This design comes from an exercise in tuning for small area on the open sky130 flow, not from production work. Only simulation tests tie the RTL to the original design; equivalence was not proved.

Setup of the baseline:
==> flow/design.v <==
module lcdSync
(
	input wire CLK,
	input wire RST_IN,
	output wire LCD_HSYNC,
	output wire LCD_VSYNC,
	output wire LCD_DEN,
	output wire [9:0] X,
	output wire [8:0] Y
);
reg [9:0] x;
reg [8:0] y;
wire hend = ~x[9] & x[8] & x[7] & x[6] & x[5] & x[0];    
wire vend = y[8] & ~y[7] & y[4] & y[2];                   
always @(posedge CLK)
begin
	if (RST_IN == 1'b0)
	begin
		x <= 10'd983;
		y <= 9'd502;
	end
	else if (hend)
	begin
		x <= 10'd983;
		y <= vend ? 9'd502 : y + 9'd1;
	end
	else
		x <= x + 10'd1;
end
assign LCD_HSYNC = ~x[9] | (&x[5:0]);                     
assign LCD_VSYNC = ~(y[8] & y[7]) | (&y[3:0]);            
assign LCD_DEN = ~x[9] & ~(x[8] & x[7] & x[6] & x[5]) &   
                 (~y[8] | (~y[7] & ~(y[4] & (|y[3:0]))));  
assign X = x;
assign Y = y;
endmodule
module lcdPong
  (
   input wire 	      CLK,
   input wire 	      RST_IN,
   output wire [4:0]  R,
   output wire [5:0]  G,
   output wire [4:0]  B,
   input wire 	      DEN,
   input wire [9:0]   X,    
   input wire [8:0]   Y,    
   output wire [31:0] SEG_HEX_ALL,
   input wire [7:0]   BUTTONS
   );
  wire tick, inc1, inc2;
  wire [7:0] r1, r2, score1, score2;
  wire [8:0] bx, by;
  pongTimer tmr (.CLK(CLK), .RST_IN(RST_IN), .tick(tick));
  pongRacket rk1 (.CLK(CLK), .RST_IN(RST_IN), .up(BUTTONS[0]), .dn(BUTTONS[1]), .r(r1));
  pongRacket rk2 (.CLK(CLK), .RST_IN(RST_IN), .up(BUTTONS[6]), .dn(BUTTONS[7]), .r(r2));
  pongBall ball (.CLK(CLK), .RST_IN(RST_IN), .tick(tick), .r1(r1), .r2(r2),
                 .bx(bx), .by(by), .inc1(inc1), .inc2(inc2));
  pongScore sc1 (.CLK(CLK), .RST_IN(RST_IN), .inc(inc1), .score(score1));
  pongScore sc2 (.CLK(CLK), .RST_IN(RST_IN), .inc(inc2), .score(score2));
  pongPixel pix (.CLK(CLK), .RST_IN(RST_IN), .DEN(DEN), .X(X), .Y(Y),
                 .r1(r1), .r2(r2), .bx(bx), .by(by), .R(R), .G(G), .B(B));
  assign SEG_HEX_ALL = {8'b0, score1, 8'b0, score2};
endmodule
module pongTimer (input wire CLK, input wire RST_IN, output wire tick);
  reg [11:0] cpt;
  assign tick = (cpt == 12'd1198);
  always @(posedge CLK)
    if (RST_IN == 0 || tick) cpt <= 0;
    else cpt <= {cpt[10:0], ~(cpt[11] ^ cpt[10] ^ cpt[9] ^ cpt[3])};
endmodule
module pongScore (input wire CLK, input wire RST_IN, input wire inc, output reg [7:0] score);
  always @(posedge CLK)
    if (RST_IN == 0) score <= 0;
    else if (inc) score <= score + 8'd1;
endmodule
module pongRacket (input wire CLK, input wire RST_IN, input wire up, input wire dn, output reg [7:0] r);
  reg [9:0] s;
  wire u = up & ~dn, d = dn & ~up;
  reg [10:0] cu, cd;
  reg [9:0] sn;
  reg [8:0] ru, rdd;
  reg [7:0] rn;
  integer i;
  always @* begin
    cu[0] = u; cd[0] = d;
    for (i = 0; i < 10; i = i + 1) begin
      cu[i+1] = cu[i] & s[i];
      cd[i+1] = cd[i] & ~s[i];
      sn[i] = s[i] ^ (cu[i] | cd[i]);
    end
    ru[0] = cu[10]; rdd[0] = cd[10];
    for (i = 0; i < 8; i = i + 1) begin
      ru[i+1] = ru[i] & r[i];
      rdd[i+1] = rdd[i] & ~r[i];
      rn[i] = r[i] ^ (ru[i] | rdd[i]);
    end
  end
  always @(posedge CLK)
    if (RST_IN == 0) begin r <= 0; s <= 0; end
    else begin
      s <= sn;
      if (r == 0) r <= 1;
      else if (r[7] & r[6] & r[5] & r[3]) r <= 231;    
      else r <= rn;
    end
endmodule
module pongBall (input wire CLK, input wire RST_IN, input wire tick, input wire [7:0] r1, input wire [7:0] r2,
                 output reg [8:0] bx, output reg [8:0] by, output wire inc1, output wire inc2);
  reg dirX, dirY;
  wire [7:0] rh = bx[8] ? r2 : r1;
  wire [8:0] byp = by + 9'd5;
  wire [8:0] rh40 = rh + 9'd40;
  wire inr = le10(rh, byp) & le10(byp, rh40);
  wire bx468 = bx[8] & bx[7] & bx[6] & bx[4] & bx[2] & ~bx[1] & ~bx[0];
  wire bx473 = bx[8] & bx[7] & bx[6] & bx[4] & bx[3] & bx[0];
  wire bx507 = bx[8] & bx[7] & bx[6] & bx[5] & ~bx[2];
  wire bx0 = ~(|bx);
  wire hit = inr & (dirX ? bx468 : bx0);
  assign inc1 = tick & ~hit & dirX & bx473;
  assign inc2 = tick & ~hit & ~dirX & bx507;
  wire bounceY = dirY ? (by[8] & by[2] & by[0]) : ~(|by);
  reg [9:0] cx, cy;
  reg [8:0] bxn, byn;
  integer i;
  always @* begin
    cx[0] = 1'b1; cy[0] = 1'b1;
    for (i = 0; i < 9; i = i + 1) begin
      cx[i+1] = cx[i] & ~(bx[i] ^ dirX);
      cy[i+1] = cy[i] & ~(by[i] ^ dirY);
      bxn[i] = bx[i] ^ cx[i];
      byn[i] = by[i] ^ cy[i];
    end
  end
  always @(posedge CLK)
    if (RST_IN == 0) begin
      bx <= 9'd234; by <= 9'd131; dirX <= 1'b1; dirY <= 1'b1;
    end else if (tick) begin
      if (hit) dirX <= ~dirX;
      else if (inc1) bx <= 9'd1;
      else if (inc2) bx <= 9'd467;
      else bx <= bxn;
      if (bounceY) dirY <= ~dirY;
      else by <= byn;
    end
  function automatic le10(input [9:0] a, input [9:0] b);
    integer i;
    reg c;
    begin
      c = 1'b1;
      for (i = 0; i < 10; i = i + 1)
        c = (~a[i] & b[i]) | ((~a[i] | b[i]) & c);
      le10 = c;
    end
  endfunction
endmodule
module pongPixel (input wire CLK, input wire RST_IN, input wire DEN, input wire [9:0] X, input wire [8:0] Y,
                  input wire [7:0] r1, input wire [7:0] r2, input wire [8:0] bx, input wire [8:0] by,
                  output wire [4:0] R, output wire [5:0] G, output wire [4:0] B);
  reg cr, cg, cb;
  wire [7:0] rd_ = X[8] ? r2 : r1;
  wire [8:0] rd39 = rd_ + 9'd39;
  wire [9:0] bx10 = bx + 10'd10;
  wire [8:0] by10 = by + 9'd10;
  wire x478 = X[8] & X[7] & X[6] & X[4] & X[3] & X[2] & X[1] & ~X[0];
  wire gg = (~(|X[8:0]) | x478) & ~le10(Y, rd_) & le10(Y, rd39);
  wire rd = le10(bx, X[8:0]) & le10(X[8:0], bx10) & le10(by, Y) & le10(Y, by10);
  wire wh = ~(|Y) | (Y[8] & (&Y[3:0]));
  always @(posedge CLK)
    if (RST_IN == 0) begin cr <= 0; cg <= 0; cb <= 0; end
    else begin
      cr <= DEN & ~gg & (rd | wh);
      cg <= DEN & (gg | (~rd & wh));
      cb <= DEN & ~gg & ~rd & wh;
    end
  assign R = {1'b0, {4{cr}}};
  assign G = {6{cg}};
  assign B = {1'b0, {4{cb}}};
  function automatic le10(input [9:0] a, input [9:0] b);
    integer i;
    reg c;
    begin
      c = 1'b1;
      for (i = 0; i < 10; i = i + 1)
        c = (~a[i] & b[i]) | ((~a[i] | b[i]) & c);
      le10 = c;
    end
  endfunction
endmodule
module pong_lcd
  (
   input wire 	      CLK,
   input wire 	      nRST,
   input wire [7:0]   BUTTONS,
   output wire [4:0]  LCD_R,
   output wire [5:0]  LCD_G,
   output wire [4:0]  LCD_B,
   output wire 	      LCD_HSYNC,
   output wire 	      LCD_VSYNC,
   output wire 	      LCD_DEN,
   output wire [31:0] SEG_HEX_ALL
   );
  wire [9:0] x;
  wire [8:0] y;
  lcdSync myLcdSync
    (
     .CLK(CLK),
     .RST_IN(nRST),
     .LCD_HSYNC(LCD_HSYNC),
     .LCD_VSYNC(LCD_VSYNC),
     .LCD_DEN(LCD_DEN),
     .X(x),
     .Y(y)
     );
  lcdPong myLcdPong
    (
     .CLK(CLK),
     .RST_IN(nRST),
     .R(LCD_R),
     .G(LCD_G),
     .B(LCD_B),
     .DEN(LCD_DEN),
     .X(x),
     .Y(y),
     .SEG_HEX_ALL(SEG_HEX_ALL),
     .BUTTONS(BUTTONS)
     );
endmodule
clock: 10.0 ns
lec_check: 0
cap_margin: 20
core_margin: 2
core_utilization: 70
cts_buf_list: sky130_fd_sc_hd__clkbuf_8
slew_margin: 20
standard.sh (not shown) runs the stock make flow with config.mk's settings and CLKGATE_MAP_FILE= SYNTH_SCRIPT=/design/flow/synth_recipe.tcl, a recipe that flattens the netlist after the stock synthesis.
==> flow/flow/run.sh <==
#!/bin/bash
# Own flow: the standard synthesis, then the combinational logic between the
# standard synthesis's registers is mapped again by ABC for area (the
# registers, their cells and names are kept as they are), then the standard
# layout from floorplan to finish.
set -euo pipefail
HERE=$(pwd)
R=$HERE/orfs/results/$FLOW_PLATFORM/pong_lcd/base
YOSYS=$(command -v yosys || echo "$FLOW_HOME/../tools/install/yosys/bin/yosys")
LIB=$FLOW_HOME/platforms/$FLOW_PLATFORM/lib/sky130_fd_sc_hd__tt_025C_1v80.lib

bash standard.sh synth > synth.log 2>&1
cp "$R/1_2_yosys.v" "$HERE/std_synth.v"

sed -e "s|@LIB@|$LIB|g" -e "s|@IN@|$HERE/std_synth.v|g" -e "s|@OUT@|$HERE/resyn.v|g" \
    -e "s|@ABC@|$HERE/flow/area.abc|g" flow/resyn.ys > resyn_run.ys
"$YOSYS" -l resyn.log -q resyn_run.ys > resyn.out 2>&1

cp resyn.v "$R/1_2_yosys.v"
rm -f "$R/1_synth.odb" "$R/1_synth.sdc"
bash standard.sh \
  "BUFFER_PORTS_ARGS=-buffer_cell sky130_fd_sc_hd__buf_1" \
  finish > finish.log 2>&1
==> flow/flow/area.abc <==
strash; &get -n; &deepsyn -T 300; &put; &get -n; &dch -f; &nf -R 1000; &put; topo; dnsize
==> flow/flow/resyn.ys <==
# combinational cells as logic, sequential cells kept as they are
read_liberty -ignore_miss_func @LIB@
blackbox sky130_fd_sc_hd__dfxtp_* sky130_fd_sc_hd__dfrtp_* sky130_fd_sc_hd__dfstp_* sky130_fd_sc_hd__edfxtp_* sky130_fd_sc_hd__dfrbp_* sky130_fd_sc_hd__dfsbp_* sky130_fd_sc_hd__dfbbp_* sky130_fd_sc_hd__dfxbp_*
read_verilog @IN@
hierarchy -top pong_lcd
flatten
delete t:$scopeinfo
opt_clean
abc -script @ABC@ -liberty @LIB@ -dont_use sky130_fd_sc_hd__lpflow_* -dont_use sky130_fd_sc_hd__probe*
opt_clean
setundef -zero
splitnets
opt_clean -purge
hilomap -singleton -hicell sky130_fd_sc_hd__conb_1 HI -locell sky130_fd_sc_hd__conb_1 LO
insbuf -buf sky130_fd_sc_hd__buf_1 A X
opt_clean -purge
delete sky130_fd_sc_hd__*
read_liberty -lib -ignore_miss_func @LIB@
stat -liberty @LIB@
write_verilog -noattr -nohex -nodec @OUT@
Input-level comparison between the candidate and the baseline:
- CTS_BUF_LIST removed (was sky130_fd_sc_hd__clkbuf_8)
==> flow/flow/run.sh <==
#!/bin/bash
# Own flow: the standard synthesis, then the combinational logic between the
# standard synthesis's registers is mapped again by ABC for area (the
# registers, their cells and names are kept as they are; four ABC runs with
# different seeds, the smallest netlist is kept), then the standard layout from
# floorplan to finish, with 1x port buffers and a clock tree of clkbuf_8
# without dummy loads.
set -euo pipefail
HERE=$(pwd)
R=$HERE/orfs/results/$FLOW_PLATFORM/pong_lcd/base
YOSYS=$(command -v yosys || echo "$FLOW_HOME/../tools/install/yosys/bin/yosys")
LIB=$FLOW_HOME/platforms/$FLOW_PLATFORM/lib/sky130_fd_sc_hd__tt_025C_1v80.lib
T=${RESYN_SECONDS:-300}

bash standard.sh synth > synth.log 2>&1
cp "$R/1_2_yosys.v" "$HERE/std_synth.v"

for s in 0 1 2 3; do
  echo "strash; &get -n; &deepsyn -T $T -S $s; &put; &get -n; &dch -f; &nf -R 1000; &put; topo; dnsize" > area_$s.abc
  sed -e "s|@LIB@|$LIB|g" -e "s|@IN@|$HERE/std_synth.v|g" -e "s|@OUT@|$HERE/resyn_$s.v|g" \
      -e "s|@ABC@|$HERE/area_$s.abc|g" flow/resyn.ys > resyn_$s.ys
  "$YOSYS" -l resyn_$s.log -q resyn_$s.ys > resyn_$s.out 2>&1 &
done
wait
best=""; barea=""
for s in 0 1 2 3; do
  a=$(grep "Chip area for module" resyn_$s.log | tail -1 | awk '{print $NF}')
  echo "seed $s: $a" >> resyn_choice.log
  if [[ -n "$a" && -s resyn_$s.v ]] && { [[ -z "$barea" ]] || awk -v a="$a" -v b="$barea" 'BEGIN{exit !(a<b)}'; }; then
    best=$s; barea=$a
  fi
done
echo "kept seed $best ($barea)" >> resyn_choice.log
cp resyn_$best.v "$R/1_2_yosys.v"
rm -f "$R/1_synth.odb" "$R/1_synth.sdc"
bash standard.sh \
  "BUFFER_PORTS_ARGS=-buffer_cell sky130_fd_sc_hd__buf_1" \
  "CTS_ARGS=-sink_clustering_enable -repair_clock_nets -buf_list sky130_fd_sc_hd__clkbuf_8 -dont_use_dummy_load" \
  finish > finish.log 2>&1
removed: flow/flow/area.abc
Notes after the runs:
- The worst path arrival time of the candidate exceeds that of the baseline by 0.05 ns.
- Diff the baseline -> the candidate | sequential share of layout area | increase of 0.72 points
- Number of iterations in the first detailed-routing pass: the candidate vs the baseline up 1
- In the candidate the area added between synthesis and finish turned out 1.4 points lower than in the baseline.
- The met3 track demand over resource of the candidate exceeds that of the baseline by 1.0 points.
- | number of cells traversed by the worst hold path | the candidate vs the baseline | 1 lower |
- The global-route usage of the candidate falls short of that of the baseline by 0.39 points.
- On cell area reported after detailed placement, the higher figure sits with the baseline, not the candidate.
- The synthesized cell count number comes out higher for the baseline vs the candidate.
- [the candidate] routed length on met1 fell about 0.5% relative to the baseline
- Compared with the baseline, the candidate shows a final area that is 2.0% lower.

-- afterwards: timing with drivers on the ports --
No port has a modelled driver above. Below, the same layouts with a new extraction and two added sets of constraints.
Step 1: set_driving_cell puts a clkbuf_16 on CLK and a buf_2 on each other input, an assumption about the parent block.
Step 2 also shifts input and output timing later by t, the mid clock arrival at the registers, as if the neighbouring blocks saw the same clock.
a / b / c = ideal / step 1 / step 2; a / b = the first two.
| run | t (ns) | slack for setup (ns) | worst register clock-pin slew, ns |
|---|---|---|---|
| the baseline | 0.401 | 5.007 / 5.020 / 4.620 | 0.11 / 0.11 |
| the candidate | 0.391 | 4.945 / 4.958 / 4.567 | 0.10 / 0.10 |
After both steps setup and hold are still met in every run listed. The setup slack of the baseline, which loses most, moves by +0.013 ns with the drivers and by -0.387 ns with both steps.
